This is an optimization exercise on Yosys and OpenROAD, whose aim is small area, a short achievable clock period and few clock cycles per item, not a production implementation.
Function not checked in this run: the RTL went through the layout flow alone.

==> flow/design.v <==
`timescale 1ns/1ps
module pyjamask96(
    input clk,
    input reset_n,
    input load,
    input start,
    input [7:0] byte_in,
    input [7:0] byte_key_in,
    output reg valid,
    output reg [7:0] byte_out
    );
    localparam [2:0] IDLE = 3'd0, LOAD = 3'd1, RUN = 3'd2, WAIT = 3'd3, OUT = 3'd4;
    reg [2:0]   phase;
    reg [3:0]   cnt;
    reg         started;
    reg [95:0]  state;
    reg [127:0] key;
    wire [31:0] s0 = state[95:64], s1 = state[63:32], s2 = state[31:0];
    wire [31:0] k0 = key[127:96], k1 = key[95:64], k2 = key[63:32], k3 = key[31:0];
    wire [31:0] x0 = s0 ^ k0, x1 = s1 ^ k1, x2 = s2 ^ k2;
    wire [31:0] a0 = x0 ^ x1;
    wire [31:0] a1 = x1 ^ x2;
    wire [31:0] a2 = x2 ^ (a0 & a1);
    wire [31:0] b0 = a0 ^ (a1 & a2);
    wire [31:0] b1 = a1 ^ (b0 & a2);
    wire [31:0] b2 = a2 ^ b0;
    wire [31:0] sb1 = b0 ^ b1;
    wire [31:0] sb0 = b1;
    wire [31:0] sb2 = ~b2;
    wire [31:0] mr0, mr1, mr2;
    wire [31:0] ka = k0 ^ k1, kb = k2 ^ k3;
    wire [31:0] kx0 = k1 ^ kb;
    wire [31:0] kmk;
    wire [31:0] kx1 = k0 ^ kb, kx2 = k3 ^ ka, kx3 = k2 ^ ka;
    wire [31:0] nk0 = kmk ^ {24'h0, 4'h8, cnt};
    wire [31:0] nk1 = {kx1[7:0],  kx1[31:8]}  ^ 32'h00006a00;
    wire [31:0] nk2 = {kx2[14:0], kx2[31:15]} ^ 32'h003f0000;
    wire [31:0] nk3 = {kx3[17:0], kx3[31:18]} ^ 32'h24000000;
    wire [31:0] m0_f1;
    assign m0_f1[0] = sb0[0] ^ sb0[5];
    assign m0_f1[1] = sb0[1] ^ sb0[6];
    assign m0_f1[2] = sb0[2] ^ sb0[7];
    assign m0_f1[3] = sb0[3] ^ sb0[8];
    assign m0_f1[4] = sb0[4] ^ sb0[9];
    assign m0_f1[5] = sb0[5] ^ sb0[10];
    assign m0_f1[6] = sb0[6] ^ sb0[11];
    assign m0_f1[7] = sb0[7] ^ sb0[12];
    assign m0_f1[8] = sb0[8] ^ sb0[13];
    assign m0_f1[9] = sb0[9] ^ sb0[14];
    assign m0_f1[10] = sb0[10] ^ sb0[15];
    assign m0_f1[11] = sb0[11] ^ sb0[16];
    assign m0_f1[12] = sb0[12] ^ sb0[17];
    assign m0_f1[13] = sb0[13] ^ sb0[18];
    assign m0_f1[14] = sb0[14] ^ sb0[19];
    assign m0_f1[15] = sb0[15] ^ sb0[20];
    assign m0_f1[16] = sb0[16] ^ sb0[21];
    assign m0_f1[17] = sb0[17] ^ sb0[22];
    assign m0_f1[18] = sb0[18] ^ sb0[23];
    assign m0_f1[19] = sb0[19] ^ sb0[24];
    assign m0_f1[20] = sb0[20] ^ sb0[25];
    assign m0_f1[21] = sb0[21] ^ sb0[26];
    assign m0_f1[22] = sb0[22] ^ sb0[27];
    assign m0_f1[23] = sb0[23] ^ sb0[28];
    assign m0_f1[24] = sb0[24] ^ sb0[29];
    assign m0_f1[25] = sb0[25] ^ sb0[30];
    assign m0_f1[26] = sb0[26] ^ sb0[31];
    assign m0_f1[27] = sb0[27] ^ sb0[0];
    assign m0_f1[28] = sb0[28] ^ sb0[1];
    assign m0_f1[29] = sb0[29] ^ sb0[2];
    assign m0_f1[30] = sb0[30] ^ sb0[3];
    assign m0_f1[31] = sb0[31] ^ sb0[4];
    wire [31:0] m0_f2;
    assign m0_f2[0] = sb0[0] ^ m0_f1[2];
    assign m0_f2[1] = sb0[1] ^ m0_f1[3];
    assign m0_f2[2] = sb0[2] ^ m0_f1[4];
    assign m0_f2[3] = sb0[3] ^ m0_f1[5];
    assign m0_f2[4] = sb0[4] ^ m0_f1[6];
    assign m0_f2[5] = sb0[5] ^ m0_f1[7];
    assign m0_f2[6] = sb0[6] ^ m0_f1[8];
    assign m0_f2[7] = sb0[7] ^ m0_f1[9];
    assign m0_f2[8] = sb0[8] ^ m0_f1[10];
    assign m0_f2[9] = sb0[9] ^ m0_f1[11];
    assign m0_f2[10] = sb0[10] ^ m0_f1[12];
    assign m0_f2[11] = sb0[11] ^ m0_f1[13];
    assign m0_f2[12] = sb0[12] ^ m0_f1[14];
    assign m0_f2[13] = sb0[13] ^ m0_f1[15];
    assign m0_f2[14] = sb0[14] ^ m0_f1[16];
    assign m0_f2[15] = sb0[15] ^ m0_f1[17];
    assign m0_f2[16] = sb0[16] ^ m0_f1[18];
    assign m0_f2[17] = sb0[17] ^ m0_f1[19];
    assign m0_f2[18] = sb0[18] ^ m0_f1[20];
    assign m0_f2[19] = sb0[19] ^ m0_f1[21];
    assign m0_f2[20] = sb0[20] ^ m0_f1[22];
    assign m0_f2[21] = sb0[21] ^ m0_f1[23];
    assign m0_f2[22] = sb0[22] ^ m0_f1[24];
    assign m0_f2[23] = sb0[23] ^ m0_f1[25];
    assign m0_f2[24] = sb0[24] ^ m0_f1[26];
    assign m0_f2[25] = sb0[25] ^ m0_f1[27];
    assign m0_f2[26] = sb0[26] ^ m0_f1[28];
    assign m0_f2[27] = sb0[27] ^ m0_f1[29];
    assign m0_f2[28] = sb0[28] ^ m0_f1[30];
    assign m0_f2[29] = sb0[29] ^ m0_f1[31];
    assign m0_f2[30] = sb0[30] ^ m0_f1[0];
    assign m0_f2[31] = sb0[31] ^ m0_f1[1];
    assign mr0[0] = sb0[31] ^ m0_f1[14] ^ m0_f1[24] ^ m0_f2[0] ^ m0_f2[6];
    assign mr0[1] = sb0[0] ^ m0_f1[15] ^ m0_f1[25] ^ m0_f2[1] ^ m0_f2[7];
    assign mr0[2] = sb0[1] ^ m0_f1[16] ^ m0_f1[26] ^ m0_f2[2] ^ m0_f2[8];
    assign mr0[3] = sb0[2] ^ m0_f1[17] ^ m0_f1[27] ^ m0_f2[3] ^ m0_f2[9];
    assign mr0[4] = sb0[3] ^ m0_f1[18] ^ m0_f1[28] ^ m0_f2[4] ^ m0_f2[10];
    assign mr0[5] = sb0[4] ^ m0_f1[19] ^ m0_f1[29] ^ m0_f2[5] ^ m0_f2[11];
    assign mr0[6] = sb0[5] ^ m0_f1[20] ^ m0_f1[30] ^ m0_f2[6] ^ m0_f2[12];
    assign mr0[7] = sb0[6] ^ m0_f1[21] ^ m0_f1[31] ^ m0_f2[7] ^ m0_f2[13];
    assign mr0[8] = sb0[7] ^ m0_f1[22] ^ m0_f1[0] ^ m0_f2[8] ^ m0_f2[14];
    assign mr0[9] = sb0[8] ^ m0_f1[23] ^ m0_f1[1] ^ m0_f2[9] ^ m0_f2[15];
    assign mr0[10] = sb0[9] ^ m0_f1[24] ^ m0_f1[2] ^ m0_f2[10] ^ m0_f2[16];
    assign mr0[11] = sb0[10] ^ m0_f1[25] ^ m0_f1[3] ^ m0_f2[11] ^ m0_f2[17];
    assign mr0[12] = sb0[11] ^ m0_f1[26] ^ m0_f1[4] ^ m0_f2[12] ^ m0_f2[18];
    assign mr0[13] = sb0[12] ^ m0_f1[27] ^ m0_f1[5] ^ m0_f2[13] ^ m0_f2[19];
    assign mr0[14] = sb0[13] ^ m0_f1[28] ^ m0_f1[6] ^ m0_f2[14] ^ m0_f2[20];
    assign mr0[15] = sb0[14] ^ m0_f1[29] ^ m0_f1[7] ^ m0_f2[15] ^ m0_f2[21];
    assign mr0[16] = sb0[15] ^ m0_f1[30] ^ m0_f1[8] ^ m0_f2[16] ^ m0_f2[22];
    assign mr0[17] = sb0[16] ^ m0_f1[31] ^ m0_f1[9] ^ m0_f2[17] ^ m0_f2[23];
    assign mr0[18] = sb0[17] ^ m0_f1[0] ^ m0_f1[10] ^ m0_f2[18] ^ m0_f2[24];
    assign mr0[19] = sb0[18] ^ m0_f1[1] ^ m0_f1[11] ^ m0_f2[19] ^ m0_f2[25];
    assign mr0[20] = sb0[19] ^ m0_f1[2] ^ m0_f1[12] ^ m0_f2[20] ^ m0_f2[26];
    assign mr0[21] = sb0[20] ^ m0_f1[3] ^ m0_f1[13] ^ m0_f2[21] ^ m0_f2[27];
    assign mr0[22] = sb0[21] ^ m0_f1[4] ^ m0_f1[14] ^ m0_f2[22] ^ m0_f2[28];
    assign mr0[23] = sb0[22] ^ m0_f1[5] ^ m0_f1[15] ^ m0_f2[23] ^ m0_f2[29];
    assign mr0[24] = sb0[23] ^ m0_f1[6] ^ m0_f1[16] ^ m0_f2[24] ^ m0_f2[30];
    assign mr0[25] = sb0[24] ^ m0_f1[7] ^ m0_f1[17] ^ m0_f2[25] ^ m0_f2[31];
    assign mr0[26] = sb0[25] ^ m0_f1[8] ^ m0_f1[18] ^ m0_f2[26] ^ m0_f2[0];
    assign mr0[27] = sb0[26] ^ m0_f1[9] ^ m0_f1[19] ^ m0_f2[27] ^ m0_f2[1];
    assign mr0[28] = sb0[27] ^ m0_f1[10] ^ m0_f1[20] ^ m0_f2[28] ^ m0_f2[2];
    assign mr0[29] = sb0[28] ^ m0_f1[11] ^ m0_f1[21] ^ m0_f2[29] ^ m0_f2[3];
    assign mr0[30] = sb0[29] ^ m0_f1[12] ^ m0_f1[22] ^ m0_f2[30] ^ m0_f2[4];
    assign mr0[31] = sb0[30] ^ m0_f1[13] ^ m0_f1[23] ^ m0_f2[31] ^ m0_f2[5];
    wire [31:0] m1_f1;
    assign m1_f1[0] = sb1[0] ^ sb1[8];
    assign m1_f1[1] = sb1[1] ^ sb1[9];
    assign m1_f1[2] = sb1[2] ^ sb1[10];
    assign m1_f1[3] = sb1[3] ^ sb1[11];
    assign m1_f1[4] = sb1[4] ^ sb1[12];
    assign m1_f1[5] = sb1[5] ^ sb1[13];
    assign m1_f1[6] = sb1[6] ^ sb1[14];
    assign m1_f1[7] = sb1[7] ^ sb1[15];
    assign m1_f1[8] = sb1[8] ^ sb1[16];
    assign m1_f1[9] = sb1[9] ^ sb1[17];
    assign m1_f1[10] = sb1[10] ^ sb1[18];
    assign m1_f1[11] = sb1[11] ^ sb1[19];
    assign m1_f1[12] = sb1[12] ^ sb1[20];
    assign m1_f1[13] = sb1[13] ^ sb1[21];
    assign m1_f1[14] = sb1[14] ^ sb1[22];
    assign m1_f1[15] = sb1[15] ^ sb1[23];
    assign m1_f1[16] = sb1[16] ^ sb1[24];
    assign m1_f1[17] = sb1[17] ^ sb1[25];
    assign m1_f1[18] = sb1[18] ^ sb1[26];
    assign m1_f1[19] = sb1[19] ^ sb1[27];
    assign m1_f1[20] = sb1[20] ^ sb1[28];
    assign m1_f1[21] = sb1[21] ^ sb1[29];
    assign m1_f1[22] = sb1[22] ^ sb1[30];
    assign m1_f1[23] = sb1[23] ^ sb1[31];
    assign m1_f1[24] = sb1[24] ^ sb1[0];
    assign m1_f1[25] = sb1[25] ^ sb1[1];
    assign m1_f1[26] = sb1[26] ^ sb1[2];
    assign m1_f1[27] = sb1[27] ^ sb1[3];
    assign m1_f1[28] = sb1[28] ^ sb1[4];
    assign m1_f1[29] = sb1[29] ^ sb1[5];
    assign m1_f1[30] = sb1[30] ^ sb1[6];
    assign m1_f1[31] = sb1[31] ^ sb1[7];
    wire [31:0] m1_f2;
    assign m1_f2[0] = sb1[0] ^ sb1[15];
    assign m1_f2[1] = sb1[1] ^ sb1[16];
    assign m1_f2[2] = sb1[2] ^ sb1[17];
    assign m1_f2[3] = sb1[3] ^ sb1[18];
    assign m1_f2[4] = sb1[4] ^ sb1[19];
    assign m1_f2[5] = sb1[5] ^ sb1[20];
    assign m1_f2[6] = sb1[6] ^ sb1[21];
    assign m1_f2[7] = sb1[7] ^ sb1[22];
    assign m1_f2[8] = sb1[8] ^ sb1[23];
    assign m1_f2[9] = sb1[9] ^ sb1[24];
    assign m1_f2[10] = sb1[10] ^ sb1[25];
    assign m1_f2[11] = sb1[11] ^ sb1[26];
    assign m1_f2[12] = sb1[12] ^ sb1[27];
    assign m1_f2[13] = sb1[13] ^ sb1[28];
    assign m1_f2[14] = sb1[14] ^ sb1[29];
    assign m1_f2[15] = sb1[15] ^ sb1[30];
    assign m1_f2[16] = sb1[16] ^ sb1[31];
    assign m1_f2[17] = sb1[17] ^ sb1[0];
    assign m1_f2[18] = sb1[18] ^ sb1[1];
    assign m1_f2[19] = sb1[19] ^ sb1[2];
    assign m1_f2[20] = sb1[20] ^ sb1[3];
    assign m1_f2[21] = sb1[21] ^ sb1[4];
    assign m1_f2[22] = sb1[22] ^ sb1[5];
    assign m1_f2[23] = sb1[23] ^ sb1[6];
    assign m1_f2[24] = sb1[24] ^ sb1[7];
    assign m1_f2[25] = sb1[25] ^ sb1[8];
    assign m1_f2[26] = sb1[26] ^ sb1[9];
    assign m1_f2[27] = sb1[27] ^ sb1[10];
    assign m1_f2[28] = sb1[28] ^ sb1[11];
    assign m1_f2[29] = sb1[29] ^ sb1[12];
    assign m1_f2[30] = sb1[30] ^ sb1[13];
    assign m1_f2[31] = sb1[31] ^ sb1[14];
    assign mr1[0] = sb1[6] ^ sb1[19] ^ sb1[31] ^ m1_f1[1] ^ m1_f1[7] ^ m1_f1[18] ^ m1_f2[2];
    assign mr1[1] = sb1[7] ^ sb1[20] ^ sb1[0] ^ m1_f1[2] ^ m1_f1[8] ^ m1_f1[19] ^ m1_f2[3];
    assign mr1[2] = sb1[8] ^ sb1[21] ^ sb1[1] ^ m1_f1[3] ^ m1_f1[9] ^ m1_f1[20] ^ m1_f2[4];
    assign mr1[3] = sb1[9] ^ sb1[22] ^ sb1[2] ^ m1_f1[4] ^ m1_f1[10] ^ m1_f1[21] ^ m1_f2[5];
    assign mr1[4] = sb1[10] ^ sb1[23] ^ sb1[3] ^ m1_f1[5] ^ m1_f1[11] ^ m1_f1[22] ^ m1_f2[6];
    assign mr1[5] = sb1[11] ^ sb1[24] ^ sb1[4] ^ m1_f1[6] ^ m1_f1[12] ^ m1_f1[23] ^ m1_f2[7];
    assign mr1[6] = sb1[12] ^ sb1[25] ^ sb1[5] ^ m1_f1[7] ^ m1_f1[13] ^ m1_f1[24] ^ m1_f2[8];
    assign mr1[7] = sb1[13] ^ sb1[26] ^ sb1[6] ^ m1_f1[8] ^ m1_f1[14] ^ m1_f1[25] ^ m1_f2[9];
    assign mr1[8] = sb1[14] ^ sb1[27] ^ sb1[7] ^ m1_f1[9] ^ m1_f1[15] ^ m1_f1[26] ^ m1_f2[10];
    assign mr1[9] = sb1[15] ^ sb1[28] ^ sb1[8] ^ m1_f1[10] ^ m1_f1[16] ^ m1_f1[27] ^ m1_f2[11];
    assign mr1[10] = sb1[16] ^ sb1[29] ^ sb1[9] ^ m1_f1[11] ^ m1_f1[17] ^ m1_f1[28] ^ m1_f2[12];
    assign mr1[11] = sb1[17] ^ sb1[30] ^ sb1[10] ^ m1_f1[12] ^ m1_f1[18] ^ m1_f1[29] ^ m1_f2[13];
    assign mr1[12] = sb1[18] ^ sb1[31] ^ sb1[11] ^ m1_f1[13] ^ m1_f1[19] ^ m1_f1[30] ^ m1_f2[14];
    assign mr1[13] = sb1[19] ^ sb1[0] ^ sb1[12] ^ m1_f1[14] ^ m1_f1[20] ^ m1_f1[31] ^ m1_f2[15];
    assign mr1[14] = sb1[20] ^ sb1[1] ^ sb1[13] ^ m1_f1[15] ^ m1_f1[21] ^ m1_f1[0] ^ m1_f2[16];
    assign mr1[15] = sb1[21] ^ sb1[2] ^ sb1[14] ^ m1_f1[16] ^ m1_f1[22] ^ m1_f1[1] ^ m1_f2[17];
    assign mr1[16] = sb1[22] ^ sb1[3] ^ sb1[15] ^ m1_f1[17] ^ m1_f1[23] ^ m1_f1[2] ^ m1_f2[18];
    assign mr1[17] = sb1[23] ^ sb1[4] ^ sb1[16] ^ m1_f1[18] ^ m1_f1[24] ^ m1_f1[3] ^ m1_f2[19];
    assign mr1[18] = sb1[24] ^ sb1[5] ^ sb1[17] ^ m1_f1[19] ^ m1_f1[25] ^ m1_f1[4] ^ m1_f2[20];
    assign mr1[19] = sb1[25] ^ sb1[6] ^ sb1[18] ^ m1_f1[20] ^ m1_f1[26] ^ m1_f1[5] ^ m1_f2[21];
    assign mr1[20] = sb1[26] ^ sb1[7] ^ sb1[19] ^ m1_f1[21] ^ m1_f1[27] ^ m1_f1[6] ^ m1_f2[22];
    assign mr1[21] = sb1[27] ^ sb1[8] ^ sb1[20] ^ m1_f1[22] ^ m1_f1[28] ^ m1_f1[7] ^ m1_f2[23];
    assign mr1[22] = sb1[28] ^ sb1[9] ^ sb1[21] ^ m1_f1[23] ^ m1_f1[29] ^ m1_f1[8] ^ m1_f2[24];
    assign mr1[23] = sb1[29] ^ sb1[10] ^ sb1[22] ^ m1_f1[24] ^ m1_f1[30] ^ m1_f1[9] ^ m1_f2[25];
    assign mr1[24] = sb1[30] ^ sb1[11] ^ sb1[23] ^ m1_f1[25] ^ m1_f1[31] ^ m1_f1[10] ^ m1_f2[26];
    assign mr1[25] = sb1[31] ^ sb1[12] ^ sb1[24] ^ m1_f1[26] ^ m1_f1[0] ^ m1_f1[11] ^ m1_f2[27];
    assign mr1[26] = sb1[0] ^ sb1[13] ^ sb1[25] ^ m1_f1[27] ^ m1_f1[1] ^ m1_f1[12] ^ m1_f2[28];
    assign mr1[27] = sb1[1] ^ sb1[14] ^ sb1[26] ^ m1_f1[28] ^ m1_f1[2] ^ m1_f1[13] ^ m1_f2[29];
    assign mr1[28] = sb1[2] ^ sb1[15] ^ sb1[27] ^ m1_f1[29] ^ m1_f1[3] ^ m1_f1[14] ^ m1_f2[30];
    assign mr1[29] = sb1[3] ^ sb1[16] ^ sb1[28] ^ m1_f1[30] ^ m1_f1[4] ^ m1_f1[15] ^ m1_f2[31];
    assign mr1[30] = sb1[4] ^ sb1[17] ^ sb1[29] ^ m1_f1[31] ^ m1_f1[5] ^ m1_f1[16] ^ m1_f2[0];
    assign mr1[31] = sb1[5] ^ sb1[18] ^ sb1[30] ^ m1_f1[0] ^ m1_f1[6] ^ m1_f1[17] ^ m1_f2[1];
    wire [31:0] m2_f1;
    assign m2_f1[0] = sb2[0] ^ sb2[6];
    assign m2_f1[1] = sb2[1] ^ sb2[7];
    assign m2_f1[2] = sb2[2] ^ sb2[8];
    assign m2_f1[3] = sb2[3] ^ sb2[9];
    assign m2_f1[4] = sb2[4] ^ sb2[10];
    assign m2_f1[5] = sb2[5] ^ sb2[11];
    assign m2_f1[6] = sb2[6] ^ sb2[12];
    assign m2_f1[7] = sb2[7] ^ sb2[13];
    assign m2_f1[8] = sb2[8] ^ sb2[14];
    assign m2_f1[9] = sb2[9] ^ sb2[15];
    assign m2_f1[10] = sb2[10] ^ sb2[16];
    assign m2_f1[11] = sb2[11] ^ sb2[17];
    assign m2_f1[12] = sb2[12] ^ sb2[18];
    assign m2_f1[13] = sb2[13] ^ sb2[19];
    assign m2_f1[14] = sb2[14] ^ sb2[20];
    assign m2_f1[15] = sb2[15] ^ sb2[21];
    assign m2_f1[16] = sb2[16] ^ sb2[22];
    assign m2_f1[17] = sb2[17] ^ sb2[23];
    assign m2_f1[18] = sb2[18] ^ sb2[24];
    assign m2_f1[19] = sb2[19] ^ sb2[25];
    assign m2_f1[20] = sb2[20] ^ sb2[26];
    assign m2_f1[21] = sb2[21] ^ sb2[27];
    assign m2_f1[22] = sb2[22] ^ sb2[28];
    assign m2_f1[23] = sb2[23] ^ sb2[29];
    assign m2_f1[24] = sb2[24] ^ sb2[30];
    assign m2_f1[25] = sb2[25] ^ sb2[31];
    assign m2_f1[26] = sb2[26] ^ sb2[0];
    assign m2_f1[27] = sb2[27] ^ sb2[1];
    assign m2_f1[28] = sb2[28] ^ sb2[2];
    assign m2_f1[29] = sb2[29] ^ sb2[3];
    assign m2_f1[30] = sb2[30] ^ sb2[4];
    assign m2_f1[31] = sb2[31] ^ sb2[5];
    wire [31:0] m2_f2;
    assign m2_f2[0] = sb2[0] ^ m2_f1[31];
    assign m2_f2[1] = sb2[1] ^ m2_f1[0];
    assign m2_f2[2] = sb2[2] ^ m2_f1[1];
    assign m2_f2[3] = sb2[3] ^ m2_f1[2];
    assign m2_f2[4] = sb2[4] ^ m2_f1[3];
    assign m2_f2[5] = sb2[5] ^ m2_f1[4];
    assign m2_f2[6] = sb2[6] ^ m2_f1[5];
    assign m2_f2[7] = sb2[7] ^ m2_f1[6];
    assign m2_f2[8] = sb2[8] ^ m2_f1[7];
    assign m2_f2[9] = sb2[9] ^ m2_f1[8];
    assign m2_f2[10] = sb2[10] ^ m2_f1[9];
    assign m2_f2[11] = sb2[11] ^ m2_f1[10];
    assign m2_f2[12] = sb2[12] ^ m2_f1[11];
    assign m2_f2[13] = sb2[13] ^ m2_f1[12];
    assign m2_f2[14] = sb2[14] ^ m2_f1[13];
    assign m2_f2[15] = sb2[15] ^ m2_f1[14];
    assign m2_f2[16] = sb2[16] ^ m2_f1[15];
    assign m2_f2[17] = sb2[17] ^ m2_f1[16];
    assign m2_f2[18] = sb2[18] ^ m2_f1[17];
    assign m2_f2[19] = sb2[19] ^ m2_f1[18];
    assign m2_f2[20] = sb2[20] ^ m2_f1[19];
    assign m2_f2[21] = sb2[21] ^ m2_f1[20];
    assign m2_f2[22] = sb2[22] ^ m2_f1[21];
    assign m2_f2[23] = sb2[23] ^ m2_f1[22];
    assign m2_f2[24] = sb2[24] ^ m2_f1[23];
    assign m2_f2[25] = sb2[25] ^ m2_f1[24];
    assign m2_f2[26] = sb2[26] ^ m2_f1[25];
    assign m2_f2[27] = sb2[27] ^ m2_f1[26];
    assign m2_f2[28] = sb2[28] ^ m2_f1[27];
    assign m2_f2[29] = sb2[29] ^ m2_f1[28];
    assign m2_f2[30] = sb2[30] ^ m2_f1[29];
    assign m2_f2[31] = sb2[31] ^ m2_f1[30];
    assign mr2[0] = sb2[24] ^ m2_f1[4] ^ m2_f1[12] ^ m2_f1[13] ^ m2_f2[2] ^ m2_f2[17];
    assign mr2[1] = sb2[25] ^ m2_f1[5] ^ m2_f1[13] ^ m2_f1[14] ^ m2_f2[3] ^ m2_f2[18];
    assign mr2[2] = sb2[26] ^ m2_f1[6] ^ m2_f1[14] ^ m2_f1[15] ^ m2_f2[4] ^ m2_f2[19];
    assign mr2[3] = sb2[27] ^ m2_f1[7] ^ m2_f1[15] ^ m2_f1[16] ^ m2_f2[5] ^ m2_f2[20];
    assign mr2[4] = sb2[28] ^ m2_f1[8] ^ m2_f1[16] ^ m2_f1[17] ^ m2_f2[6] ^ m2_f2[21];
    assign mr2[5] = sb2[29] ^ m2_f1[9] ^ m2_f1[17] ^ m2_f1[18] ^ m2_f2[7] ^ m2_f2[22];
    assign mr2[6] = sb2[30] ^ m2_f1[10] ^ m2_f1[18] ^ m2_f1[19] ^ m2_f2[8] ^ m2_f2[23];
    assign mr2[7] = sb2[31] ^ m2_f1[11] ^ m2_f1[19] ^ m2_f1[20] ^ m2_f2[9] ^ m2_f2[24];
    assign mr2[8] = sb2[0] ^ m2_f1[12] ^ m2_f1[20] ^ m2_f1[21] ^ m2_f2[10] ^ m2_f2[25];
    assign mr2[9] = sb2[1] ^ m2_f1[13] ^ m2_f1[21] ^ m2_f1[22] ^ m2_f2[11] ^ m2_f2[26];
    assign mr2[10] = sb2[2] ^ m2_f1[14] ^ m2_f1[22] ^ m2_f1[23] ^ m2_f2[12] ^ m2_f2[27];
    assign mr2[11] = sb2[3] ^ m2_f1[15] ^ m2_f1[23] ^ m2_f1[24] ^ m2_f2[13] ^ m2_f2[28];
    assign mr2[12] = sb2[4] ^ m2_f1[16] ^ m2_f1[24] ^ m2_f1[25] ^ m2_f2[14] ^ m2_f2[29];
    assign mr2[13] = sb2[5] ^ m2_f1[17] ^ m2_f1[25] ^ m2_f1[26] ^ m2_f2[15] ^ m2_f2[30];
    assign mr2[14] = sb2[6] ^ m2_f1[18] ^ m2_f1[26] ^ m2_f1[27] ^ m2_f2[16] ^ m2_f2[31];
    assign mr2[15] = sb2[7] ^ m2_f1[19] ^ m2_f1[27] ^ m2_f1[28] ^ m2_f2[17] ^ m2_f2[0];
    assign mr2[16] = sb2[8] ^ m2_f1[20] ^ m2_f1[28] ^ m2_f1[29] ^ m2_f2[18] ^ m2_f2[1];
    assign mr2[17] = sb2[9] ^ m2_f1[21] ^ m2_f1[29] ^ m2_f1[30] ^ m2_f2[19] ^ m2_f2[2];
    assign mr2[18] = sb2[10] ^ m2_f1[22] ^ m2_f1[30] ^ m2_f1[31] ^ m2_f2[20] ^ m2_f2[3];
    assign mr2[19] = sb2[11] ^ m2_f1[23] ^ m2_f1[31] ^ m2_f1[0] ^ m2_f2[21] ^ m2_f2[4];
    assign mr2[20] = sb2[12] ^ m2_f1[24] ^ m2_f1[0] ^ m2_f1[1] ^ m2_f2[22] ^ m2_f2[5];
    assign mr2[21] = sb2[13] ^ m2_f1[25] ^ m2_f1[1] ^ m2_f1[2] ^ m2_f2[23] ^ m2_f2[6];
    assign mr2[22] = sb2[14] ^ m2_f1[26] ^ m2_f1[2] ^ m2_f1[3] ^ m2_f2[24] ^ m2_f2[7];
    assign mr2[23] = sb2[15] ^ m2_f1[27] ^ m2_f1[3] ^ m2_f1[4] ^ m2_f2[25] ^ m2_f2[8];
    assign mr2[24] = sb2[16] ^ m2_f1[28] ^ m2_f1[4] ^ m2_f1[5] ^ m2_f2[26] ^ m2_f2[9];
    assign mr2[25] = sb2[17] ^ m2_f1[29] ^ m2_f1[5] ^ m2_f1[6] ^ m2_f2[27] ^ m2_f2[10];
    assign mr2[26] = sb2[18] ^ m2_f1[30] ^ m2_f1[6] ^ m2_f1[7] ^ m2_f2[28] ^ m2_f2[11];
    assign mr2[27] = sb2[19] ^ m2_f1[31] ^ m2_f1[7] ^ m2_f1[8] ^ m2_f2[29] ^ m2_f2[12];
    assign mr2[28] = sb2[20] ^ m2_f1[0] ^ m2_f1[8] ^ m2_f1[9] ^ m2_f2[30] ^ m2_f2[13];
    assign mr2[29] = sb2[21] ^ m2_f1[1] ^ m2_f1[9] ^ m2_f1[10] ^ m2_f2[31] ^ m2_f2[14];
    assign mr2[30] = sb2[22] ^ m2_f1[2] ^ m2_f1[10] ^ m2_f1[11] ^ m2_f2[0] ^ m2_f2[15];
    assign mr2[31] = sb2[23] ^ m2_f1[3] ^ m2_f1[11] ^ m2_f1[12] ^ m2_f2[1] ^ m2_f2[16];
    wire [31:0] mk_f1;
    assign mk_f1[0] = kx0[0] ^ kx0[4];
    assign mk_f1[1] = kx0[1] ^ kx0[5];
    assign mk_f1[2] = kx0[2] ^ kx0[6];
    assign mk_f1[3] = kx0[3] ^ kx0[7];
    assign mk_f1[4] = kx0[4] ^ kx0[8];
    assign mk_f1[5] = kx0[5] ^ kx0[9];
    assign mk_f1[6] = kx0[6] ^ kx0[10];
    assign mk_f1[7] = kx0[7] ^ kx0[11];
    assign mk_f1[8] = kx0[8] ^ kx0[12];
    assign mk_f1[9] = kx0[9] ^ kx0[13];
    assign mk_f1[10] = kx0[10] ^ kx0[14];
    assign mk_f1[11] = kx0[11] ^ kx0[15];
    assign mk_f1[12] = kx0[12] ^ kx0[16];
    assign mk_f1[13] = kx0[13] ^ kx0[17];
    assign mk_f1[14] = kx0[14] ^ kx0[18];
    assign mk_f1[15] = kx0[15] ^ kx0[19];
    assign mk_f1[16] = kx0[16] ^ kx0[20];
    assign mk_f1[17] = kx0[17] ^ kx0[21];
    assign mk_f1[18] = kx0[18] ^ kx0[22];
    assign mk_f1[19] = kx0[19] ^ kx0[23];
    assign mk_f1[20] = kx0[20] ^ kx0[24];
    assign mk_f1[21] = kx0[21] ^ kx0[25];
    assign mk_f1[22] = kx0[22] ^ kx0[26];
    assign mk_f1[23] = kx0[23] ^ kx0[27];
    assign mk_f1[24] = kx0[24] ^ kx0[28];
    assign mk_f1[25] = kx0[25] ^ kx0[29];
    assign mk_f1[26] = kx0[26] ^ kx0[30];
    assign mk_f1[27] = kx0[27] ^ kx0[31];
    assign mk_f1[28] = kx0[28] ^ kx0[0];
    assign mk_f1[29] = kx0[29] ^ kx0[1];
    assign mk_f1[30] = kx0[30] ^ kx0[2];
    assign mk_f1[31] = kx0[31] ^ kx0[3];
    wire [31:0] mk_f2;
    assign mk_f2[0] = kx0[0] ^ kx0[15];
    assign mk_f2[1] = kx0[1] ^ kx0[16];
    assign mk_f2[2] = kx0[2] ^ kx0[17];
    assign mk_f2[3] = kx0[3] ^ kx0[18];
    assign mk_f2[4] = kx0[4] ^ kx0[19];
    assign mk_f2[5] = kx0[5] ^ kx0[20];
    assign mk_f2[6] = kx0[6] ^ kx0[21];
    assign mk_f2[7] = kx0[7] ^ kx0[22];
    assign mk_f2[8] = kx0[8] ^ kx0[23];
    assign mk_f2[9] = kx0[9] ^ kx0[24];
    assign mk_f2[10] = kx0[10] ^ kx0[25];
    assign mk_f2[11] = kx0[11] ^ kx0[26];
    assign mk_f2[12] = kx0[12] ^ kx0[27];
    assign mk_f2[13] = kx0[13] ^ kx0[28];
    assign mk_f2[14] = kx0[14] ^ kx0[29];
    assign mk_f2[15] = kx0[15] ^ kx0[30];
    assign mk_f2[16] = kx0[16] ^ kx0[31];
    assign mk_f2[17] = kx0[17] ^ kx0[0];
    assign mk_f2[18] = kx0[18] ^ kx0[1];
    assign mk_f2[19] = kx0[19] ^ kx0[2];
    assign mk_f2[20] = kx0[20] ^ kx0[3];
    assign mk_f2[21] = kx0[21] ^ kx0[4];
    assign mk_f2[22] = kx0[22] ^ kx0[5];
    assign mk_f2[23] = kx0[23] ^ kx0[6];
    assign mk_f2[24] = kx0[24] ^ kx0[7];
    assign mk_f2[25] = kx0[25] ^ kx0[8];
    assign mk_f2[26] = kx0[26] ^ kx0[9];
    assign mk_f2[27] = kx0[27] ^ kx0[10];
    assign mk_f2[28] = kx0[28] ^ kx0[11];
    assign mk_f2[29] = kx0[29] ^ kx0[12];
    assign mk_f2[30] = kx0[30] ^ kx0[13];
    assign mk_f2[31] = kx0[31] ^ kx0[14];
    wire [31:0] mk_f3;
    assign mk_f3[0] = mk_f1[0] ^ mk_f1[15];
    assign mk_f3[1] = mk_f1[1] ^ mk_f1[16];
    assign mk_f3[2] = mk_f1[2] ^ mk_f1[17];
    assign mk_f3[3] = mk_f1[3] ^ mk_f1[18];
    assign mk_f3[4] = mk_f1[4] ^ mk_f1[19];
    assign mk_f3[5] = mk_f1[5] ^ mk_f1[20];
    assign mk_f3[6] = mk_f1[6] ^ mk_f1[21];
    assign mk_f3[7] = mk_f1[7] ^ mk_f1[22];
    assign mk_f3[8] = mk_f1[8] ^ mk_f1[23];
    assign mk_f3[9] = mk_f1[9] ^ mk_f1[24];
    assign mk_f3[10] = mk_f1[10] ^ mk_f1[25];
    assign mk_f3[11] = mk_f1[11] ^ mk_f1[26];
    assign mk_f3[12] = mk_f1[12] ^ mk_f1[27];
    assign mk_f3[13] = mk_f1[13] ^ mk_f1[28];
    assign mk_f3[14] = mk_f1[14] ^ mk_f1[29];
    assign mk_f3[15] = mk_f1[15] ^ mk_f1[30];
    assign mk_f3[16] = mk_f1[16] ^ mk_f1[31];
    assign mk_f3[17] = mk_f1[17] ^ mk_f1[0];
    assign mk_f3[18] = mk_f1[18] ^ mk_f1[1];
    assign mk_f3[19] = mk_f1[19] ^ mk_f1[2];
    assign mk_f3[20] = mk_f1[20] ^ mk_f1[3];
    assign mk_f3[21] = mk_f1[21] ^ mk_f1[4];
    assign mk_f3[22] = mk_f1[22] ^ mk_f1[5];
    assign mk_f3[23] = mk_f1[23] ^ mk_f1[6];
    assign mk_f3[24] = mk_f1[24] ^ mk_f1[7];
    assign mk_f3[25] = mk_f1[25] ^ mk_f1[8];
    assign mk_f3[26] = mk_f1[26] ^ mk_f1[9];
    assign mk_f3[27] = mk_f1[27] ^ mk_f1[10];
    assign mk_f3[28] = mk_f1[28] ^ mk_f1[11];
    assign mk_f3[29] = mk_f1[29] ^ mk_f1[12];
    assign mk_f3[30] = mk_f1[30] ^ mk_f1[13];
    assign mk_f3[31] = mk_f1[31] ^ mk_f1[14];
    assign kmk[0] = kx0[25] ^ mk_f1[16] ^ mk_f1[24] ^ mk_f1[30] ^ mk_f2[3] ^ mk_f2[8] ^ mk_f3[0];
    assign kmk[1] = kx0[26] ^ mk_f1[17] ^ mk_f1[25] ^ mk_f1[31] ^ mk_f2[4] ^ mk_f2[9] ^ mk_f3[1];
    assign kmk[2] = kx0[27] ^ mk_f1[18] ^ mk_f1[26] ^ mk_f1[0] ^ mk_f2[5] ^ mk_f2[10] ^ mk_f3[2];
    assign kmk[3] = kx0[28] ^ mk_f1[19] ^ mk_f1[27] ^ mk_f1[1] ^ mk_f2[6] ^ mk_f2[11] ^ mk_f3[3];
    assign kmk[4] = kx0[29] ^ mk_f1[20] ^ mk_f1[28] ^ mk_f1[2] ^ mk_f2[7] ^ mk_f2[12] ^ mk_f3[4];
    assign kmk[5] = kx0[30] ^ mk_f1[21] ^ mk_f1[29] ^ mk_f1[3] ^ mk_f2[8] ^ mk_f2[13] ^ mk_f3[5];
    assign kmk[6] = kx0[31] ^ mk_f1[22] ^ mk_f1[30] ^ mk_f1[4] ^ mk_f2[9] ^ mk_f2[14] ^ mk_f3[6];
    assign kmk[7] = kx0[0] ^ mk_f1[23] ^ mk_f1[31] ^ mk_f1[5] ^ mk_f2[10] ^ mk_f2[15] ^ mk_f3[7];
    assign kmk[8] = kx0[1] ^ mk_f1[24] ^ mk_f1[0] ^ mk_f1[6] ^ mk_f2[11] ^ mk_f2[16] ^ mk_f3[8];
    assign kmk[9] = kx0[2] ^ mk_f1[25] ^ mk_f1[1] ^ mk_f1[7] ^ mk_f2[12] ^ mk_f2[17] ^ mk_f3[9];
    assign kmk[10] = kx0[3] ^ mk_f1[26] ^ mk_f1[2] ^ mk_f1[8] ^ mk_f2[13] ^ mk_f2[18] ^ mk_f3[10];
    assign kmk[11] = kx0[4] ^ mk_f1[27] ^ mk_f1[3] ^ mk_f1[9] ^ mk_f2[14] ^ mk_f2[19] ^ mk_f3[11];
    assign kmk[12] = kx0[5] ^ mk_f1[28] ^ mk_f1[4] ^ mk_f1[10] ^ mk_f2[15] ^ mk_f2[20] ^ mk_f3[12];
    assign kmk[13] = kx0[6] ^ mk_f1[29] ^ mk_f1[5] ^ mk_f1[11] ^ mk_f2[16] ^ mk_f2[21] ^ mk_f3[13];
    assign kmk[14] = kx0[7] ^ mk_f1[30] ^ mk_f1[6] ^ mk_f1[12] ^ mk_f2[17] ^ mk_f2[22] ^ mk_f3[14];
    assign kmk[15] = kx0[8] ^ mk_f1[31] ^ mk_f1[7] ^ mk_f1[13] ^ mk_f2[18] ^ mk_f2[23] ^ mk_f3[15];
    assign kmk[16] = kx0[9] ^ mk_f1[0] ^ mk_f1[8] ^ mk_f1[14] ^ mk_f2[19] ^ mk_f2[24] ^ mk_f3[16];
    assign kmk[17] = kx0[10] ^ mk_f1[1] ^ mk_f1[9] ^ mk_f1[15] ^ mk_f2[20] ^ mk_f2[25] ^ mk_f3[17];
    assign kmk[18] = kx0[11] ^ mk_f1[2] ^ mk_f1[10] ^ mk_f1[16] ^ mk_f2[21] ^ mk_f2[26] ^ mk_f3[18];
    assign kmk[19] = kx0[12] ^ mk_f1[3] ^ mk_f1[11] ^ mk_f1[17] ^ mk_f2[22] ^ mk_f2[27] ^ mk_f3[19];
    assign kmk[20] = kx0[13] ^ mk_f1[4] ^ mk_f1[12] ^ mk_f1[18] ^ mk_f2[23] ^ mk_f2[28] ^ mk_f3[20];
    assign kmk[21] = kx0[14] ^ mk_f1[5] ^ mk_f1[13] ^ mk_f1[19] ^ mk_f2[24] ^ mk_f2[29] ^ mk_f3[21];
    assign kmk[22] = kx0[15] ^ mk_f1[6] ^ mk_f1[14] ^ mk_f1[20] ^ mk_f2[25] ^ mk_f2[30] ^ mk_f3[22];
    assign kmk[23] = kx0[16] ^ mk_f1[7] ^ mk_f1[15] ^ mk_f1[21] ^ mk_f2[26] ^ mk_f2[31] ^ mk_f3[23];
    assign kmk[24] = kx0[17] ^ mk_f1[8] ^ mk_f1[16] ^ mk_f1[22] ^ mk_f2[27] ^ mk_f2[0] ^ mk_f3[24];
    assign kmk[25] = kx0[18] ^ mk_f1[9] ^ mk_f1[17] ^ mk_f1[23] ^ mk_f2[28] ^ mk_f2[1] ^ mk_f3[25];
    assign kmk[26] = kx0[19] ^ mk_f1[10] ^ mk_f1[18] ^ mk_f1[24] ^ mk_f2[29] ^ mk_f2[2] ^ mk_f3[26];
    assign kmk[27] = kx0[20] ^ mk_f1[11] ^ mk_f1[19] ^ mk_f1[25] ^ mk_f2[30] ^ mk_f2[3] ^ mk_f3[27];
    assign kmk[28] = kx0[21] ^ mk_f1[12] ^ mk_f1[20] ^ mk_f1[26] ^ mk_f2[31] ^ mk_f2[4] ^ mk_f3[28];
    assign kmk[29] = kx0[22] ^ mk_f1[13] ^ mk_f1[21] ^ mk_f1[27] ^ mk_f2[0] ^ mk_f2[5] ^ mk_f3[29];
    assign kmk[30] = kx0[23] ^ mk_f1[14] ^ mk_f1[22] ^ mk_f1[28] ^ mk_f2[1] ^ mk_f2[6] ^ mk_f3[30];
    assign kmk[31] = kx0[24] ^ mk_f1[15] ^ mk_f1[23] ^ mk_f1[29] ^ mk_f2[2] ^ mk_f2[7] ^ mk_f3[31];
    wire last_load  = (phase == LOAD) & (cnt == 4'd15);
    wire last_round = (phase == RUN) & (cnt == 4'd13);
    wire last_out   = (phase == OUT) & (cnt == 4'd11);
    always @(posedge clk or negedge reset_n) begin
        if (!reset_n) begin
            phase   <= IDLE;
            cnt     <= 4'd0;
            started <= 1'b0;
            valid   <= 1'b0;
        end else begin
            case (phase)
                IDLE: begin
                    cnt <= 4'd1;
                    if (load) phase <= LOAD;
                end
                LOAD: begin
                    cnt <= cnt + 4'd1;
                    started <= 1'b0;
                    if (cnt == 4'd15) phase <= RUN;
                end
                RUN: begin
                    cnt <= cnt + 4'd1;
                    if (start) started <= 1'b1;
                    if (cnt == 4'd13) begin
                        cnt <= 4'd0;
                        if (start | started) begin
                            phase <= OUT;
                            valid <= 1'b1;
                        end else begin
                            phase <= WAIT;
                        end
                    end
                end
                WAIT: begin
                    cnt <= 4'd0;
                    if (start) begin
                        phase <= OUT;
                        valid <= 1'b1;
                    end
                end
                default: begin  
                    cnt <= cnt + 4'd1;
                    if (cnt == 4'd11) begin
                        phase <= IDLE;
                        valid <= 1'b0;
                    end
                end
            endcase
        end
    end
    wire shift_in  = (phase == IDLE & load) | (phase == LOAD);
    wire state_in  = shift_in & ((phase == IDLE) | (cnt < 4'd12));
    always @(posedge clk) begin
        if (state_in)
            state <= {state[87:0], byte_in};
        else if (phase == RUN)
            state <= {mr0, mr1, mr2};
        else if (phase == OUT)
            state <= {8'h00, state[95:8]};
    end
    always @(posedge clk) begin
        if (shift_in)
            key <= {key[119:0], byte_key_in};
        else if (phase == RUN)
            key <= {nk0, nk1, nk2, nk3};
        else if (phase == OUT)
            key[127:32] <= {8'h00, key[127:40]};
    end
    always @(*) byte_out = state[7:0] ^ key[39:32];
endmodule
==> flow/run.sh <==
#!/bin/bash
# synth_recipe.tcl (not shown) runs the flow's synth.tcl, then flattens the netlist and writes it again
# the make line also repeats each setting of config.mk as NAME=value (left out here)
make -C /OpenROAD-flow-scripts/flow DESIGN_CONFIG=/design/flow/config.mk WORK_HOME=/design/flow/orfs CLKGATE_MAP_FILE= SYNTH_SCRIPT=/design/flow/synth_recipe.tcl finish
==> flow/config.mk <==
export PLATFORM = sky130hd
export DESIGN_NAME = pyjamask96
export DESIGN_NICKNAME = pyjamask96
export VERILOG_FILES = /design/flow/design.v
export SDC_FILE = /design/flow/constraint.sdc
export NUM_CORES = 4
export LEC_CHECK = 0
export CAP_MARGIN = 20
export CORE_MARGIN = 2
export CORE_UTILIZATION = 40
export PLACE_DENSITY = 0.6
export SLEW_MARGIN = 20
==> flow/constraint.sdc <==
create_clock -name core_clock -period 8.0 [get_ports {clk}]
set_input_delay 1.6000 -clock core_clock [delete_from_list [all_inputs] [get_ports {clk}]]
set_output_delay 1.6000 -clock core_clock [all_outputs]
set_load 0.01 [all_outputs]
==> results.cfg <==
[run_status]
outcome = timing/DRC/antenna clean

[synthesis]
syn_inst = 2326
ys_ff_latch = 233
yosys_warnings = 1
syn_area_per_cell_sq_um = 10.57
synth-edff-count = 224
synth_top_flop_cell = edfxtp_1
synth_async_sr_flop_share_pct = 3.863
syn-cell-area_sq_um = 24580
synth_top_area_share_pct = 27.36
ys_types = 56
yosys-top-cells-area = edfxtp_1 (27%), xnor2_1 (21%), xnor3_1 (15%), xor2_1 (6.4%), xnor2_2 (3.6%)
yosys.area.top_type = edfxtp_1
syn_nets = 2348
seq_area_frac_synth_pct = 28.28

[sta]
max_freq_mhz = 237.3
relSlewSlack_pct = 21.64
finalCriticalPeriod_ns = 4.214
timing.final.crit_share_pct = 52.68
setup_violations = 0
postLayoutSetupSlackWorst_ns = 3.786
worst_slew_pin_slew_ns = 1.167
finalClockSkew_ns = 0.01705
hold-worst-slack_ns = 0.5055
final_max_slew_viol_count = 0
grt_setup_unrepaired = no
tns_ns = 0
hold_violations = 0

[worst_setup_path]
start_kind = input pin
crit_chain = clkdlybuf4s50_1, o21a_4, nand2_2, buf_4, o21ai_4, buf_4
critical_path_class = in -> reg
r2r-start = key[99]
r2r-end = state[33]
crit_fanout = 87
critPathSlowestCell = buf_4
worstPathRequired_ns = 8.20
max_stage_delay_ns = 0.65
r2r_slack_ns = 4.18
crit_arrival_ns = 4.41
crit_top_cell = buf_4
rr_worst_depth = 7
worstSetupEndpointType = flip-flop

[finish]
nFillCells = 5764
syn2layout_area_growth_pct = 6.764
layout_commonest_cell = xnor2_1
final_cell_mix = xnor2_1 (603), edfxtp_1 (224), nor2_1 (219)
drive_gt1_share_pct = 7.257
layout.nets = 2260

[placement]
numPortBuffers = 28
place_ws_ns = 3.214
place_congestion = 0.9929
post-dp-hpwl_um = 63730

[global_route]
grt_use_total_pct = 25.26
grt_pass1_vias = 16687
grt_pass1_wl_um = 116600
antenna_found_initial = 1
overflow = 0
grt_start_max_net_pins = 238

[clocking]
htree_levels = 1
clk_pin_slew_ns = 0.06
clock_path_buffers = 3
root_buffer = clkbuf_16
insertion_delay_ns = 0.56
numCtsBuffers = 28
post_cts_resized = 0
numClockSinks = 233
cts_tree = yes
postCtsSetupBuffers = 0
postCtsHoldBufs = 0

[routing]
routed_wl_um = 80850
vias = 17142
drtIter0Drc = 1920
firstDrtPassIters = 7
drc = 0
wire_per_inst_um = 26.57
routed_via_density = 5.633
ant_nets = 0

[floorplan]
die_area_sq_um = 63460
die_height_um = 251.9
fp.coreArea_sq_um = 60580
fp.dieW_um = 251.9
rows = 90
initial_core_util_pct = 40.58
io_pins = 29

[worst_hold_path]
min_from = valid
whs_path_depth = 2
holdCritPathClass = reg -> reg
min_to = valid

[run]
max_cap_violations = 0
[how the worst max path moves through the flow]
| stage | from | to | slack [ns] | cells past startpoint |
|---|---|---|---|---|
| after floorplan | load | key[100] | 1.88 | 2 |
| after global placement | load | state[12] | 3.23 | 6 |
| after detailed placement | load | state[7] | 3.21 | 6 |
| after CTS | load | state[7] | 3.80 | 6 |
| after global routing | load | state[17] | 3.63 | 6 |
| final | load | state[65] | 3.79 | 6 |
[synth_stat cells, types with 3 or more instances]
| cell type | number |
|---|---|
| a211o_1 | 4 |
| buf_6 | 3 |
| o211ai_1 | 4 |
| a31oi_1 | 50 |
| clkbuf_1 | 92 |
| a22oi_1 | 19 |
| and2_1 | 7 |
| xor3_1 | 14 |
| nand2_1 | 168 |
| nand3_1 | 4 |
| a22o_1 | 5 |
| inv_1 | 7 |
| and2b_1 | 4 |
| xnor2_1 | 603 |
| a21oi_1 | 97 |
| a221o_1 | 11 |
| a21o_1 | 4 |
| xnor3_2 | 8 |
| buf_2 | 54 |
| buf_4 | 8 |
| o21ai_0 | 121 |
| xor2_1 | 181 |
| and3_1 | 90 |
| nand2b_1 | 7 |
| o211a_1 | 3 |
| xnor2_4 | 10 |
| nor2b_1 | 8 |
| xnor2_2 | 54 |
| a211oi_1 | 4 |
| nor2_1 | 219 |
| edfxtp_1 | 224 |
| clkbuf_2 | 9 |
| xor2_2 | 14 |
| dfrtp_1 | 9 |
| o21ai_1 | 16 |
| xnor3_1 | 165 |
[registers in the layout, summed over array words and instances, names as in the netlist]
signal,count
cnt,4
started,1
key,128
state,96
phase,3
valid,1
[layer usage]
metal | vias to the layer above | track usage [%] | share of wire (%)
met3 | 134 | 2.208 | 7.5
li1 | 7668 | - | -
met5 | - | 0 | 0.0099
met4 | 2 | 9.028 | 3.8
met1 | 8567 | 35.65 | 43
met2 | 771 | 40.66 | 46
[area by class of cell]
class / instances / area, sq um / area share [%]
timing repair buffer: 49 / 450.4 / 1.716
antenna: 1 / 2.502 / 0.009534
clock inverter: 14 / 168.9 / 0.6435
multi-input combinational: 1917 / 16900 / 64.40
sequential: 233 / 6952 / 26.48
inverter: 9 / 33.78 / 0.1287
clock buffer: 38 / 759.5 / 2.894
tap: 782 / 978.4 / 3.728
[critical path: cells and delay by family]
kind | cells | cell delay, ns
AO/OA/AOI/OAI | 2 | 1.06
buffers and inverters | 3 | 1.59
AND/OR/NAND/NOR | 1 | 0.07
[metrics by stage]
step                utilization [%]  area (sq um)  std cells
floorplan                         -         24590       2326
global placement              41.79         25320       2990
detailed placement            41.79         25320       2990
CTS                           43.32         26250       3042
global route                  43.32         26250       3042
finish                        43.33         26250       3043
[cell families after synthesis]
kind of cell	count (synthesis)	share of synthesized area (%)
DFF	233	28.28
AOI/OAI and AO/OA	345	8.097
adders and majority gates	2	0.1018
xor gates and xnor gates	1050	50.90
and+or+nand+nor	520	9.400
buffers and inverters	176	3.222

afterwards: timing with drivers on the ports:
No port has a modelled driver above. Below, the same layout with a new extraction and two added sets of constraints.
Step 1 sets driving cells, clkbuf_16 on the clock port and buf_2 on the other inputs (assumed; they add their load-dependent delay and slew).
Step 2 also shifts input and output timing later by t, the mid clock arrival at the registers, as if the neighbouring blocks saw the same clock.
Slacks: no drivers / after step 1 / after step 2; pairs: no drivers / after step 1.
t, ns: 0.617
slack for setup (ns): 3.786 / 3.805 / 3.188
latest minus earliest clock arrival (ns): 0.017 / 0.017
cell pins on the clock port's net: 1
After both steps this run still meets setup and hold. The setup slack of this run moves by +0.019 ns with the drivers and by -0.598 ns with both steps.
